Source: an optimization exercise on an open RTL-to-GDS flow (aim: small area and a short achievable clock period). Production flows keep margins and buffers that such runs may drop.
RTL that was checked went through simulation tests only; none was proved equivalent to the original.
Power and IR drop assume default switching activity.

## run 1
==> flow/design.v (excerpt) <==
module vec_multi_core #(
    parameter int LEN = 32,
    parameter int DATA_WIDTH = 8
) (
    input logic clk,
    input logic rst_n,
    input logic i_data_valid,
    input logic i_load_weight,
    input logic [LEN*DATA_WIDTH-1:0] i_data,
    input logic [2*LEN-1:0] i_weight,
    output logic o_data_ready,
    output logic signed [31:0] o_result
);
==> flow/config.mk <==
export PLATFORM = sky130hd
export DESIGN_NAME = vec_multi_core
export DESIGN_NICKNAME = vec_multi_core
export VERILOG_FILES = /design/flow/design.v
export SDC_FILE = /design/flow/constraint.sdc
export NUM_CORES = 4
export LEC_CHECK = 0
export CAP_MARGIN = 20
export CORE_MARGIN = 2
export CORE_UTILIZATION = 40
export SETUP_SLACK_MARGIN = 0.9
export SLEW_MARGIN = 20
export SYNTH_HIERARCHICAL = 1
==> flow/constraint.sdc <==
create_clock -name core_clock -period 3.0 [get_ports {clk}]
set_input_delay 0.6000 -clock core_clock [delete_from_list [all_inputs] [get_ports {clk}]]
set_output_delay 0.6000 -clock core_clock [all_outputs]
set_load 0.01 [all_outputs]
standard.sh (not shown) runs the stock make flow with config.mk's settings and CLKGATE_MAP_FILE= SYNTH_SCRIPT=/design/flow/synth_recipe.tcl, a recipe that flattens the netlist after the stock synthesis.
==> flow/flow/run.sh <==
#!/bin/bash
# Standard layout (the standard.sh, unchanged synthesis) with two changes:
#  - the port buffers are buf_1 cells rather than the clkdlybuf4s50 delay cells
#    that buffer_ports picks by default (every port still gets its own buffer);
#  - clock tree synthesis runs without dummy loads, with the buffers listed below.
export BUFFER_PORTS_ARGS="-buffer_cell sky130_fd_sc_hd__buf_1"
export CTS_ARGS="-sink_clustering_enable -repair_clock_nets -dont_use_dummy_load -buf_list sky130_fd_sc_hd__clkbuf_8 -sink_clustering_size 16 -sink_clustering_max_diameter 80"
bash standard.sh > standard.log 2>&1
Input changes introduced in run 2 (baseline for comparison: run 1):
--- a/flow/flow/run.sh
+++ b/flow/flow/run.sh
@@ -7 +7 @@
-export CTS_ARGS="-sink_clustering_enable -repair_clock_nets -dont_use_dummy_load -buf_list sky130_fd_sc_hd__clkbuf_8 -sink_clustering_size 16 -sink_clustering_max_diameter 80"
+export CTS_ARGS="-sink_clustering_enable -repair_clock_nets -dont_use_dummy_load -buf_list sky130_fd_sc_hd__clkbuf_16 -sink_clustering_size 30 -sink_clustering_max_diameter 100"
--- a/flow/config.mk
+++ b/flow/config.mk
@@ -7,0 +8 @@
+export ABC_AREA = 1
Notes after the runs:
- From run 1 to run 2 the numbers moved as follows: antenna cell count went up by 1, die span in y was more or less identical, share of synthesized cell area in full adder, half adder and majority cells was more or less identical.
- Of run 1 and run 2, run 1 shows the lower instance count after placement with tap cells included, with run 2 above it.
Setup changes, run 2 to run 3
--- a/flow/config.mk
+++ b/flow/config.mk
@@ -8 +7,0 @@
-export ABC_AREA = 1
Findings:
- Between run 2 and run 3, post-detailed-routing wire length decreased.
- Of run 3 and run 2, the higher final worst hold slack belongs to run 2.
- Final core area utilization across run 3 and run 2: no real change.
- Delta (run 3 minus run 2): via count lost 1,791; share of post-route cells with drive strength above 1 grew by 3.2 points; critical path depth went up by 2; final number of max-transition violations essentially unchanged; fraction of standard cell area that is sequential has remained practically unchanged.
- Launching instance or port of the critical path: wn[0] -> run 3, wn[19] -> run 2
- Relative to run 2, maximum number of pins on one net before global-route repair decreased by 26% in run 3.
- Relative to run 2, the fraction of power consumed by sequential logic of run 3 is higher by 1.4 points.
- Run 3 vs run 2, smallest setup slack after layout went up by 0.013 ns.
Edits applied to the flow inputs when going from run 3 to run 4:
--- a/flow/config.mk
+++ b/flow/config.mk
@@ -11 +11 @@
-export SETUP_SLACK_MARGIN = 0.9
+export SETUP_SLACK_MARGIN = 0.95
Results
Run 3 went all the way through synthesis, placement and routing and the layout is clean on timing, DRC and antenna. Run 4 closes out successfully: all stages finished, all timing, DRC and antenna checks passed. Run 4 and run 3 ended up with nearly the same sequential share of layout area. [compare] base=run 3 new=run 4: data arrival time of the worst path lost 0.02 ns; share of total power in combinational logic picked up an extra 0.2 points; CTS clock-pin slew for the worst setup and hold paths lost 0.03 ns; area growth from synthesis to final layout picked up an extra 0.37 points. The higher total power of run 4 and run 3 is in run 4. Compared run 3 against run 4; met1 capacity usage during global routing within noise. Worst setup slack after layout deteriorates in run 4 relative to run 3.
--- input diff run 4..run 5 ---
--- a/flow/config.mk
+++ b/flow/config.mk
@@ -10,2 +10,2 @@
-export CORE_UTILIZATION = 40
-export SETUP_SLACK_MARGIN = 0.95
+export CORE_UTILIZATION = 55
+export SETUP_SLACK_MARGIN = 0.9
- Compared run 5 vs run 4, and post-layout net count is down in run 5.
- Run 5 against run 4: initial antenna violation count shows an increase of 2, sum of routed wire segments on met1 shows a reduction of about 3.7%, clock-buffer cell count shows a reduction of 1.
- Row maximum frequency: run 5 lower / run 4 higher
- Per the comparison of run 5 with run 4, power spent charging and discharging nets now smaller; setup slack of the critical path after layout now sits lower; non-clock buffer count -7; wire length of the first global-routing pass lost about 4.4%.
- Re clock input transition at the sequential cells of the worst setup and hold paths: run 4 and run 5 aren't equal, and the higher value belongs to run 5.

Another version of the RTL of vec_multi_core (not shown whole).
Size in the first run: ~1100 cells after synthesis, about 290 flip-flops, roughly 360 I/O pins, about 16000 um2 of cells after synthesis.
Settings: LEC_CHECK=0, CAP_MARGIN=20, CORE_MARGIN=2, CORE_UTILIZATION=40, SLEW_MARGIN=20, SYNTH_HIERARCHICAL=1; clock period 3.0 ns.
==> flow/flow/run.sh <==
#!/bin/bash
# Standard layout (the standard.sh, unchanged synthesis) with two changes:
#  - the port buffers are buf_1 cells rather than the clkdlybuf4s50 delay cells
#    that buffer_ports picks by default (every port still gets its own buffer);
#  - clock tree synthesis runs without dummy loads, with the buffers listed below.
export BUFFER_PORTS_ARGS="-buffer_cell sky130_fd_sc_hd__buf_1"
export CTS_ARGS="-sink_clustering_enable -repair_clock_nets -dont_use_dummy_load -buf_list sky130_fd_sc_hd__clkbuf_8"
bash standard.sh > standard.log 2>&1
Next try:
--- a/flow/flow/run.sh
+++ b/flow/flow/run.sh
@@ -6,3 +6,3 @@
 export BUFFER_PORTS_ARGS="-buffer_cell sky130_fd_sc_hd__buf_1"
-export CTS_ARGS="-sink_clustering_enable -repair_clock_nets -dont_use_dummy_load -buf_list sky130_fd_sc_hd__clkbuf_8"
+export CTS_ARGS="-sink_clustering_enable -repair_clock_nets -dont_use_dummy_load -buf_list sky130_fd_sc_hd__clkbuf_8 -sink_clustering_size 16 -sink_clustering_max_diameter 80"
 bash standard.sh > standard.log 2>&1
Result: Setup slack improves by 0.0093 ns; non-clock buffer count does not change; final area came out lower by about 2%; flip-flop and latch count stays the same; clock skew increases by 0.051 ns; via count went down by 0.87%; cell count goes down by 1.4%; utilization came out lower by 0.94 points; routed wire length is lower by about 1%; die area does not change.
No run of this note included a check of the RTL's function; only the layout flow was run.

-- port drivers added, routing unchanged --
The flow's constraints put no driver on any port. The routed layouts listed below were extracted and timed again, unchanged, in two steps. Step 1: set_driving_cell puts a clkbuf_16 on clk and a buf_2 on each other input, an assumption about the parent block. Step 2 adds t to the input delays and takes it off the output delays; t is the mean of the earliest and latest rising clock arrival at the registers after step 1. Input paths then give back, and output paths get back, about the clock's delay inside the block. Three values: no drivers, after step 1, after step 2; two values: the first two.
run | t (ns) | slack for setup (ns) | latest minus earliest clock arrival (ns)
run 1 | 0.601 | 0.939 / 0.939 / 0.746 | 0.027 / 0.027
run 2 | 0.551 | 0.935 / 0.935 / 0.766 | 0.060 / 0.060
run 3 | 0.541 | 0.948 / 0.948 / 0.756 | 0.052 / 0.052
run 4 | 0.541 | 0.943 / 0.943 / 0.758 | 0.052 / 0.052
run 5 | 0.539 | 0.930 / 0.930 / 0.780 | 0.027 / 0.026
the first run of note 2 | 0.631 | 0.866 / 0.866 / 0.749 | 0.027 / 0.028
the second run of note 2 | 0.628 | 0.876 / 0.876 / 0.779 | 0.078 / 0.078
After both steps setup and hold are still met in every run listed. For run 1, which loses most, drivers alone change the setup slack by 0.000 ns; drivers and shift together by -0.193 ns.
